This is an optimization exercise on Yosys and OpenROAD, whose aim is small area, a short achievable clock period and few clock cycles per item, not a production implementation.
Only simulation tests tie the RTL to the original design; equivalence was not proved.

// Divider_Modulo
module Divider_Modulo (clk , reset, mode, valid_in, divisor, dividend, result, valid_out);
==> flow/config.mk <==
export PLATFORM = sky130hd
export DESIGN_NAME = Divider_Modulo
export DESIGN_NICKNAME = Divider_Modulo
export VERILOG_FILES = /design/flow/design.v
export SDC_FILE = /design/flow/constraint.sdc
export NUM_CORES = 4
export LEC_CHECK = 0
export CAP_MARGIN = 20
export CORE_MARGIN = 2
export CORE_UTILIZATION = 40
export CTS_BUF_LIST = sky130_fd_sc_hd__clkbuf_8 sky130_fd_sc_hd__clkbuf_16
export CTS_CLUSTER_DIAMETER = 80
export CTS_CLUSTER_SIZE = 20
export GPL_TIMING_DRIVEN = 0
export SLEW_MARGIN = 20
==> flow/constraint.sdc <==
create_clock -name core_clock -period 25.0 [get_ports {clk}]
set_input_delay 5.0000 -clock core_clock [delete_from_list [all_inputs] [get_ports {clk}]]
set_output_delay 5.0000 -clock core_clock [all_outputs]
set_load 0.01 [all_outputs]
standard.sh (not shown) runs the stock make flow with config.mk's settings and CLKGATE_MAP_FILE= SYNTH_SCRIPT=/design/flow/synth_recipe.tcl, a recipe that flattens the netlist after the stock synthesis.
==> flow/flow/run.sh <==
#!/bin/bash
# The standard layout (the standard.sh, with flow/config.mk's settings)
# with these changes:
#  - no full/half-adder cell extraction (ADDER_MAP_FILE empty), so ABC maps
#    the adders' logic freely;
#  - ports are buffered by flow/buffer_ports.tcl (buf_1 on inputs, buf_2 on
#    outputs) instead of with the buffer buffer_ports picks;
#  - after placement repair, flow/size_crit.tcl upsizes gates on the worst
#    register-to-register paths (before detailed placement legalizes them).
# Each step's full log is under orfs/logs/; make's own output goes to
# make_finish.log.
set -euo pipefail
export FLOW_SYNTH_TCL="$PWD/synth_recipe.tcl"
export MY_ABC_SCRIPT="$PWD/flow/abc_map.script"
export SIZE_MAX_MOVES=200
export SIZE_MIN_GAIN=0.005
export SIZE_WINDOW=0.3
export SIZE_PATHS=3
export SIZE_ENDPOINTS=300
export SIZE_TARGET_SLACK=19.3
bash standard.sh "SYNTH_SCRIPT=$PWD/flow/synth_wrap.tcl" "ADDER_MAP_FILE=" \
  "DONT_BUFFER_PORTS=1" "PRE_GLOBAL_PLACE_TCL=$PWD/flow/buffer_ports.tcl" \
  "POST_RESIZE_TCL=$PWD/flow/size_crit.tcl" finish > make_finish.log 2>&1
==> flow/flow/abc_map.script <==
strash
dch -f
map -D 4000
topo
buffer -c
upsize -D 4000
dnsize -D 4000
stime -p
Other scripts of this flow, unchanged in this note and not shown: flow/flow/buffer_ports.tcl, flow/flow/size_crit.tcl, flow/flow/synth_wrap.tcl
Testbench counts at the start, summed over its fixed seeds: cycles 16,048, items 16,000.
Next try:
--- a/flow/config.mk
+++ b/flow/config.mk
@@ -9,7 +9,6 @@
 export CORE_MARGIN = 2
 export CORE_UTILIZATION = 40
-export CTS_BUF_LIST = sky130_fd_sc_hd__clkbuf_8 sky130_fd_sc_hd__clkbuf_16
-export CTS_CLUSTER_DIAMETER = 80
-export CTS_CLUSTER_SIZE = 20
+export CTS_CLUSTER_DIAMETER = 100
+export CTS_CLUSTER_SIZE = 32
 export GPL_TIMING_DRIVEN = 0
 export SLEW_MARGIN = 20
Outcome: The changed run ran to the end with no violations. Final area drops by 1.5%. Global-route usage goes down by 0.29 points. Via count falls by about 0.35%. Utilization went down by 0.70 points. Worst setup slack improved by 44 ps.
Next try:
--- a/flow/config.mk
+++ b/flow/config.mk
@@ -9,6 +9,7 @@
 export CORE_MARGIN = 2
 export CORE_UTILIZATION = 40
-export CTS_CLUSTER_DIAMETER = 100
-export CTS_CLUSTER_SIZE = 32
+export CTS_BUF_LIST = sky130_fd_sc_hd__clkbuf_8
+export CTS_CLUSTER_DIAMETER = 60
+export CTS_CLUSTER_SIZE = 16
 export GPL_TIMING_DRIVEN = 0
 export SLEW_MARGIN = 20
The new run finished with timing, DRC and antenna clean.
Clock-buffer cell count increases by 15.
Maximum frequency went down by 1.8%.
Setup slack got worse by 110 ps.
Routed wire length goes up by about 1.1%.
Next try:
==> flow/flow/abc_map.script (replaced) <==
strash
dch -f
map -D 3500
topo
buffer -c
upsize -D 3500
dnsize -D 3500
stime -p
--- a/flow/config.mk
+++ b/flow/config.mk
@@ -9,7 +9,6 @@
 export CORE_MARGIN = 2
 export CORE_UTILIZATION = 40
-export CTS_BUF_LIST = sky130_fd_sc_hd__clkbuf_8
-export CTS_CLUSTER_DIAMETER = 60
-export CTS_CLUSTER_SIZE = 16
+export CTS_CLUSTER_DIAMETER = 100
+export CTS_CLUSTER_SIZE = 25
 export GPL_TIMING_DRIVEN = 0
 export SLEW_MARGIN = 20
After rerunning: The new run finished with timing, DRC and antenna clean. Wire length came out higher by 3.5%. Via count rises by 2.2%. Final cell count goes up by 0.93%. Clock-buffer cell count went down by 12. First-iteration DRC count grows by 11%. Cell area is about the same. Critical path depth stays the same.

* * *

Another version of the RTL of Divider_Modulo (not shown whole).
Size in the first run: ~3,000 cells after synthesis, about 310 flip-flops, roughly 20,000 um2 of cells after synthesis.
export LEC_CHECK = 0
export CAP_MARGIN = 20
export CORE_MARGIN = 2
export CORE_UTILIZATION = 40
export CTS_CLUSTER_DIAMETER = 100
export CTS_CLUSTER_SIZE = 25
export GPL_TIMING_DRIVEN = 0
export SLEW_MARGIN = 20
create_clock -name core_clock -period 25.0 [get_ports {clk}]
==> flow/flow/run.sh <==
#!/bin/bash
# The standard layout (the standard.sh) with four changes:
#  - synthesis maps with flow/abc_map.script (see flow/synth_wrap.tcl);
#  - no full/half-adder cell extraction (ADDER_MAP_FILE empty), so ABC maps
#    the adders' logic freely;
#  - ports are buffered with a fixed buffer cell instead of the one
#    buffer_ports picks by default;
#  - after placement repair, flow/upsize.tcl upsizes the drivers of
#    high-fanout nets (before detailed placement legalizes them).
set -euo pipefail
export FLOW_SYNTH_TCL="$PWD/synth_recipe.tcl"
export MY_ABC_SCRIPT="$PWD/flow/abc_map.script"
export UPSIZE_FANOUT=8
bash standard.sh "SYNTH_SCRIPT=$PWD/flow/synth_wrap.tcl" "ADDER_MAP_FILE=" \
  "BUFFER_PORTS_ARGS=-buffer_cell sky130_fd_sc_hd__buf_2" \
  "POST_RESIZE_TCL=$PWD/flow/upsize.tcl" finish > make_finish.log 2>&1
==> flow/flow/abc_map.script <==
strash
dch -f
map -D 4000
topo
buffer -c
upsize -D 4000
dnsize -D 4000
stime -p
==> flow/flow/upsize.tcl <==
# Upsize the drivers of high-fanout signal nets. With the design's long
# clock period the standard repair leaves these gates at minimum size, so
# the wide selects of the divider rows switch slowly. Sizing depends only on
# each net's fanout, not on any timing constraint.
set n_up 0
foreach net [get_nets *] {
  set loads [get_pins -quiet -of_objects $net -filter "direction == input"]
  set fo [llength $loads]
  if {$fo < $::env(UPSIZE_FANOUT)} { continue }
  set drv [get_pins -quiet -of_objects $net -filter "direction == output"]
  if {[llength $drv] != 1} { continue }
  set inst [get_cells -of_objects $drv]
  set cell [get_property $inst ref_name]
  if {![regexp {^(sky130_fd_sc_hd__[a-z0-9]+)_([0-9]+)$} $cell -> base size]} { continue }
  if {[regexp {df|dl|clk|conb|buf} $base]} { continue }
  set want [expr {$fo >= 2 * $::env(UPSIZE_FANOUT) ? 4 : 2}]
  if {$size >= $want} { continue }
  foreach s [list $want 2] {
    if {$s <= $size} { continue }
    set lc [get_lib_cells -quiet */${base}_$s]
    if {[llength $lc] == 1 && ![get_property $lc dont_use]} {
      replace_cell $inst $lc
      incr n_up
      break
    }
  }
}
puts "upsize.tcl: upsized $n_up drivers"
Other scripts of this flow, unchanged in this note and not shown: flow/flow/synth_wrap.tcl
The baseline completed without violations.
Testbench counts at the start, summed over its fixed seeds: cycles 16,048, items 16,000.
Next try:
==> flow/flow/run.sh (replaced) <==
#!/bin/bash
# The standard layout (the standard.sh) with three changes:
#  - synthesis maps with flow/abc_map.script (see flow/synth_wrap.tcl);
#  - no full/half-adder cell extraction (ADDER_MAP_FILE empty), so ABC maps
#    the adders' logic freely;
#  - ports are buffered with a fixed buffer cell instead of the one
#    buffer_ports picks by default.
set -euo pipefail
export FLOW_SYNTH_TCL="$PWD/synth_recipe.tcl"
export MY_ABC_SCRIPT="$PWD/flow/abc_map.script"
bash standard.sh "SYNTH_SCRIPT=$PWD/flow/synth_wrap.tcl" "ADDER_MAP_FILE=" \
  "BUFFER_PORTS_ARGS=-buffer_cell sky130_fd_sc_hd__buf_2" finish > make_finish.log 2>&1
--- a/flow/config.mk
+++ b/flow/config.mk
@@ -8 +8 @@
-export CAP_MARGIN = 20
+export CAP_MARGIN = 60
@@ -13,2 +13 @@
-export GPL_TIMING_DRIVEN = 0
-export SLEW_MARGIN = 20
+export SLEW_MARGIN = 60
removed: flow/flow/upsize.tcl
Outcome: Global-route usage went down by 1.6 points. Worst setup slack degrades by 340 ps. Core utilization went down by 0.84 points. Final area went down by about 2%. Sequential share of layout area went up by 0.57 points. Clock skew went up by 12 ps. Count of clock-buffer cells in the layout went down by 3.
Next try:
==> flow/flow/abc_map.script (replaced) <==
strash
dch -f
map -D 4000
topo
buffer -c -N 6
upsize -D 4000
dnsize -D 4000
stime -p
--- a/flow/config.mk
+++ b/flow/config.mk
@@ -8 +8 @@
-export CAP_MARGIN = 60
+export CAP_MARGIN = 20
@@ -13 +13 @@
-export SLEW_MARGIN = 60
+export SLEW_MARGIN = 20
Effect: Die area rose by 0.36%; final area fell by 0.37%; worst setup slack loses 830 ps; area after synthesis rose by 0.37%.
Next try:
==> flow/flow/abc_map.script (replaced) <==
strash
dch -f
map -D 3500
topo
buffer -c
upsize -D 3500
dnsize -D 3500
stime -p
The changed run passed the timing, design-rule and antenna checks.
Final cell count came out lower by 3.0%.
Worst setup slack improves by 26 ps.
Maximum frequency came out higher by 0.36%.
Die area came out lower by 1.9%.
Wire length came out higher by 4.3%.
Sequential cell count is unchanged.
Count of clock-buffer cells in the layout came out lower by 4.

[port drivers added, routing unchanged]
The flow's constraints put no driver on any port. The routed layouts listed below were extracted and timed again, unchanged, in two steps.
Step 1 (the two cells are an assumption about what drives the block):
set clk [get_ports {clk}]
set_driving_cell -lib_cell sky130_fd_sc_hd__clkbuf_16 $clk
set_driving_cell -lib_cell sky130_fd_sc_hd__buf_2 [delete_from_list [all_inputs] $clk]
Step 2 adds t to the input delays and takes it off the output delays; t is the mean of the earliest and latest rising clock arrival at the registers after step 1. Input paths then give back, and output paths get back, about the clock's delay inside the block.
Three values: ideal ports, drivers, drivers and shift; two values: the first two.
| run | shift t [ns] | setup WS [ns] | hold WS [ns] | worst slew at a driven data input, ns |
|---|---|---|---|---|
| the first run of note 1 | 0.635 | 18.915 / 18.860 / 19.082 | 0.325 / 0.325 / 0.325 | 0.03 |
| the second run of note 1 | 0.576 | 18.959 / 18.906 / 19.082 | 0.337 / 0.337 / 0.337 | 0.03 |
| the third run of note 1 | 0.693 | 18.850 / 18.797 / 19.091 | 0.324 / 0.324 / 0.324 | 0.03 |
| the fourth run of note 1 | 0.590 | 18.950 / 18.892 / 19.203 | 0.331 / 0.331 / 0.331 | 0.06 |
| the first run of note 2 | 0.579 | 18.993 / 18.933 / 19.029 | 0.315 / 0.315 / 0.315 | 0.07 |
| the second run of note 2 | 0.569 | 18.649 / 18.649 / 18.649 | 0.324 / 0.324 / 0.324 | 0.04 |
| the third run of note 2 | 0.584 | 17.820 / 17.820 / 17.820 | 0.328 / 0.328 / 0.328 | 0.04 |
| the fourth run of note 2 | 0.583 | 17.845 / 17.845 / 17.845 | 0.331 / 0.331 / 0.331 | 0.04 |
After both steps every run listed still meets setup and hold.
